Background: an optimization exercise with open tools, aiming at small area and a short achievable clock period. Do not read the settings as production practice. RTL that was checked went through simulation tests only; none was proved equivalent to the original. Power figures rest on the tool's default switching activity, not on a simulated workload.

Setup of build 62:
==> flow/design.v (excerpt) <==
module mac5 #(parameter WIDTH=32)
   (input logic [(WIDTH/2)-1:0] a,
    input logic [(WIDTH/2)-1:0] b,
    input logic               clk, reset,
    output logic [WIDTH-1:0]  out);
   logic [15:0] ra;
   logic [7:0] bneg, bone, btwo;
   logic rb15;
   wire [16:0] bx = {b, 1'b0};
   logic f;
   logic q2_0_0;
   logic q2_1_0;
   logic q2_2_0;
   logic q2_3_0;
   logic q2_3_1;
   logic q2_3_2;
   logic q2_4_0;
   logic q2_4_1;
   logic q2_5_0;
   logic q2_5_1;
   logic q2_6_0;
   logic q2_6_1;
   logic q2_7_0;
   logic q2_7_1;
   logic q2_8_0;
   logic q2_8_1;
   logic q2_9_0;
   logic q2_9_1;
   logic q2_10_0;
   logic q2_10_1;
   logic q2_11_0;
   logic q2_11_1;
   logic q2_11_2;
   logic q2_11_3;
   logic q2_12_0;
   logic q2_12_1;
   logic q2_12_2;
   logic q2_13_0;
   logic q2_13_1;
   logic q2_13_2;
   logic q2_14_0;
   logic q2_14_1;
   logic q2_14_2;
   logic q2_15_0;
   logic q2_15_1;
   logic q2_15_2;
   logic q2_16_0;
   logic q2_16_1;
   logic q2_16_2;
   logic q2_16_3;
   logic q2_17_0;
   logic q2_17_1;
   logic q2_17_2;
   logic q2_17_3;
   logic q2_18_0;
   logic q2_18_1;
   logic q2_18_2;
   logic q2_18_3;
   logic q2_19_0;
   logic q2_19_1;
   logic q2_19_2;
   logic q2_19_3;
   logic q2_20_0;
   logic q2_20_1;
   logic q2_20_2;
   logic q2_20_3;
   logic q2_21_0;
  ...
==> flow/config.mk <==
export PLATFORM = sky130hd
export DESIGN_NAME = mac5
export DESIGN_NICKNAME = mac5
export VERILOG_FILES = /design/flow/design.v
export SDC_FILE = /design/flow/constraint.sdc
export NUM_CORES = 4
export LEC_CHECK = 0
export ABC_CLOCK_PERIOD_IN_PS = 2000
export CAP_MARGIN = 20
export CORE_MARGIN = 2
export CORE_UTILIZATION = 40
export SETUP_SLACK_MARGIN = 4.5
export SLEW_MARGIN = 20
export SYNTH_HIERARCHICAL = 1
export SYNTH_MINIMUM_KEEP_SIZE = 0
==> flow/constraint.sdc <==
create_clock -name core_clock -period 7.0 [get_ports {clk}]
set_input_delay 1.4000 -clock core_clock [delete_from_list [all_inputs] [get_ports {clk}]]
set_output_delay 1.4000 -clock core_clock [all_outputs]
set_load 0.01 [all_outputs]
standard.sh (not shown) runs the stock make flow with config.mk's settings and CLKGATE_MAP_FILE= SYNTH_SCRIPT=/design/flow/synth_recipe.tcl, a recipe that flattens the netlist after the stock synthesis.
==> flow/flow/run.sh <==
#!/bin/bash
# Standard layout, with port buffers of a plain buffer cell, sizing not held to
# the cells' footprints, and a clock tree without dummy loads.
bash standard.sh MATCH_CELL_FOOTPRINT=0 \
  BUFFER_PORTS_ARGS="-buffer_cell sky130_fd_sc_hd__buf_1" \
  CTS_ARGS="-sink_clustering_enable -repair_clock_nets -dont_use_dummy_load -sink_clustering_size 30 -sink_clustering_max_diameter 60" \
  finish > standard.log 2>&1
Setup changes, build 62 to trial 66
Settings: changing ABC_CLOCK_PERIOD_IN_PS from 2000 to 1000.
--- a/flow/flow/run.sh
+++ b/flow/flow/run.sh
@@ -5 +5 @@
-  BUFFER_PORTS_ARGS="-buffer_cell sky130_fd_sc_hd__buf_1" \
+  BUFFER_PORTS_ARGS="-buffer_cell sky130_fd_sc_hd__buf_2" \
## What came out
Maximum resistive drop on vdd of trial 66 exceeds that of build 62 by more than 10%. Of trial 66 and build 62, build 62 shows the higher share of the final layout cell area in sequential cells, with trial 66 below it. Looking at clock power across both flows, trial 66 is the weaker of the two, with build 62 ahead. Trial 66 against build 62: clock skew stayed essentially flat; final wirelength moved down; number of vias per cell barely changed; global-route usage went down by 0.17 points; ratio of final minimum period to clock period roughly the same. Compared to build 62, trial 66 shows a narrower setup margin.

## try-yarrow
mac5, a different RTL version from the one above (not shown whole).
Size: ~66 I/O pins, roughly 13000 sq um of cells after synthesis.
export LEC_CHECK = 0
export ABC_CLOCK_PERIOD_IN_PS = 2500
export CAP_MARGIN = 20
export CORE_MARGIN = 2
export CORE_UTILIZATION = 40
export SLEW_MARGIN = 20
export SYNTH_HIERARCHICAL = 1
export SYNTH_MINIMUM_KEEP_SIZE = 0
create_clock -name core_clock -period 7.0 [get_ports {clk}]
run.sh (not shown) runs the stock make flow with config.mk's settings and CLKGATE_MAP_FILE= SYNTH_SCRIPT=/design/flow/synth_recipe.tcl, a recipe that flattens the netlist after the stock synthesis.
Stock flow here: none of the scripts above is used.
## Diff of input files: try-delta against try-yarrow
Settings: CORE_UTILIZATION changed from 40 to 60; SETUP_SLACK_MARGIN newly set to 4.3; ABC_CLOCK_PERIOD_IN_PS changed from 2500 to 1000; CTS_CLUSTER_SIZE newly set to 30; CTS_BUF_LIST newly set to sky130_fd_sc_hd__clkbuf_4 sky130_fd_sc_hd__clkbuf_8.
Findings:
- Summary of the comparison: fraction of met3 tracks used by global routing is higher in try-delta, relative to try-yarrow.
- From try-yarrow to try-delta the numbers moved as follows: clock share of power lower; routed wire length higher.
- try-delta: end-of-flow core utilization is 26 points higher than what try-yarrow reported.
- Sum of net half-perimeters after detailed placement: try-delta < try-yarrow
- The area taken by multi-input logic gates of try-delta is higher than that of try-yarrow.
- Looking at average wire per cell in the routed design, try-delta sits 10% above try-yarrow.
- The faster design of the two is try-delta; try-yarrow tops out lower.
- Of try-yarrow and try-delta, try-delta shows the lower shortest period the worst path allows, with try-yarrow above it.
Modified inputs, try-garnet compared to try-delta
Settings: a deleted CTS_BUF_LIST that had been sky130_fd_sc_hd__clkbuf_4 sky130_fd_sc_hd__clkbuf_8; a change of ABC_CLOCK_PERIOD_IN_PS from 1000 to 2500; a change of CORE_UTILIZATION from 60 to 40; a deleted CTS_CLUSTER_SIZE that had been 30.
[summary]
Delta (try-garnet minus try-delta): clock period minus worst slack has decreased, worst-case vdd ir drop now smaller, number of placed cells counting well taps climbed 9.2%, cell count along the critical path has decreased, final-report max-slew violation count stayed essentially flat.
Per the comparison of try-garnet with try-delta, worst setup slack shows an increase of 0.031 ns; count of clock-buffer cells in the layout shows a reduction of 30.
No functional check of the RTL was part of any run of this note.

==> static timing again, ports no longer ideal <==
The results above use ideal ports. As a check the final layouts listed here were re-extracted and re-timed, cells and wires unchanged. Step 1 (the two cells are an assumption about what drives the block):
set clk [get_ports {clk}]
set_driving_cell -lib_cell sky130_fd_sc_hd__clkbuf_16 $clk
set_driving_cell -lib_cell sky130_fd_sc_hd__buf_2 [delete_from_list [all_inputs] $clk]
Step 2 times the ports against the registers' clock, not the clock port: input delays grow and output delays shrink by t, the midpoint of the rising clock arrivals with the driver on. Slacks: ideal ports / drivers / drivers and shift; pairs: ideal ports / drivers.
| run | t, ns | setup slack, ns | hold WS [ns] | worst setup path at the end | latest minus earliest clock arrival (ns) |
|---|---|---|---|---|---|
| build 62 | 0.530 | 4.567 / 4.516 / 4.567 | 0.326 / 0.326 / 0.326 | register to register | 0.059 / 0.059 |
| trial 66 | 0.533 | 4.558 / 4.528 / 4.558 | 0.305 / 0.305 / 0.305 | register to register | 0.059 / 0.059 |
| try-yarrow | 0.583 | 3.759 / 3.759 / 3.759 | 0.326 / 0.326 / 0.326 | register to register | 0.010 / 0.010 |
| try-delta | 0.605 | 4.267 / 4.267 / 4.267 | 0.329 / 0.329 / 0.329 | register to register | 0.040 / 0.039 |
| try-garnet | 0.593 | 4.298 / 4.296 / 4.298 | 0.322 / 0.322 / 0.322 | register to register | 0.016 / 0.015 |
After both steps every run listed still meets setup and hold.
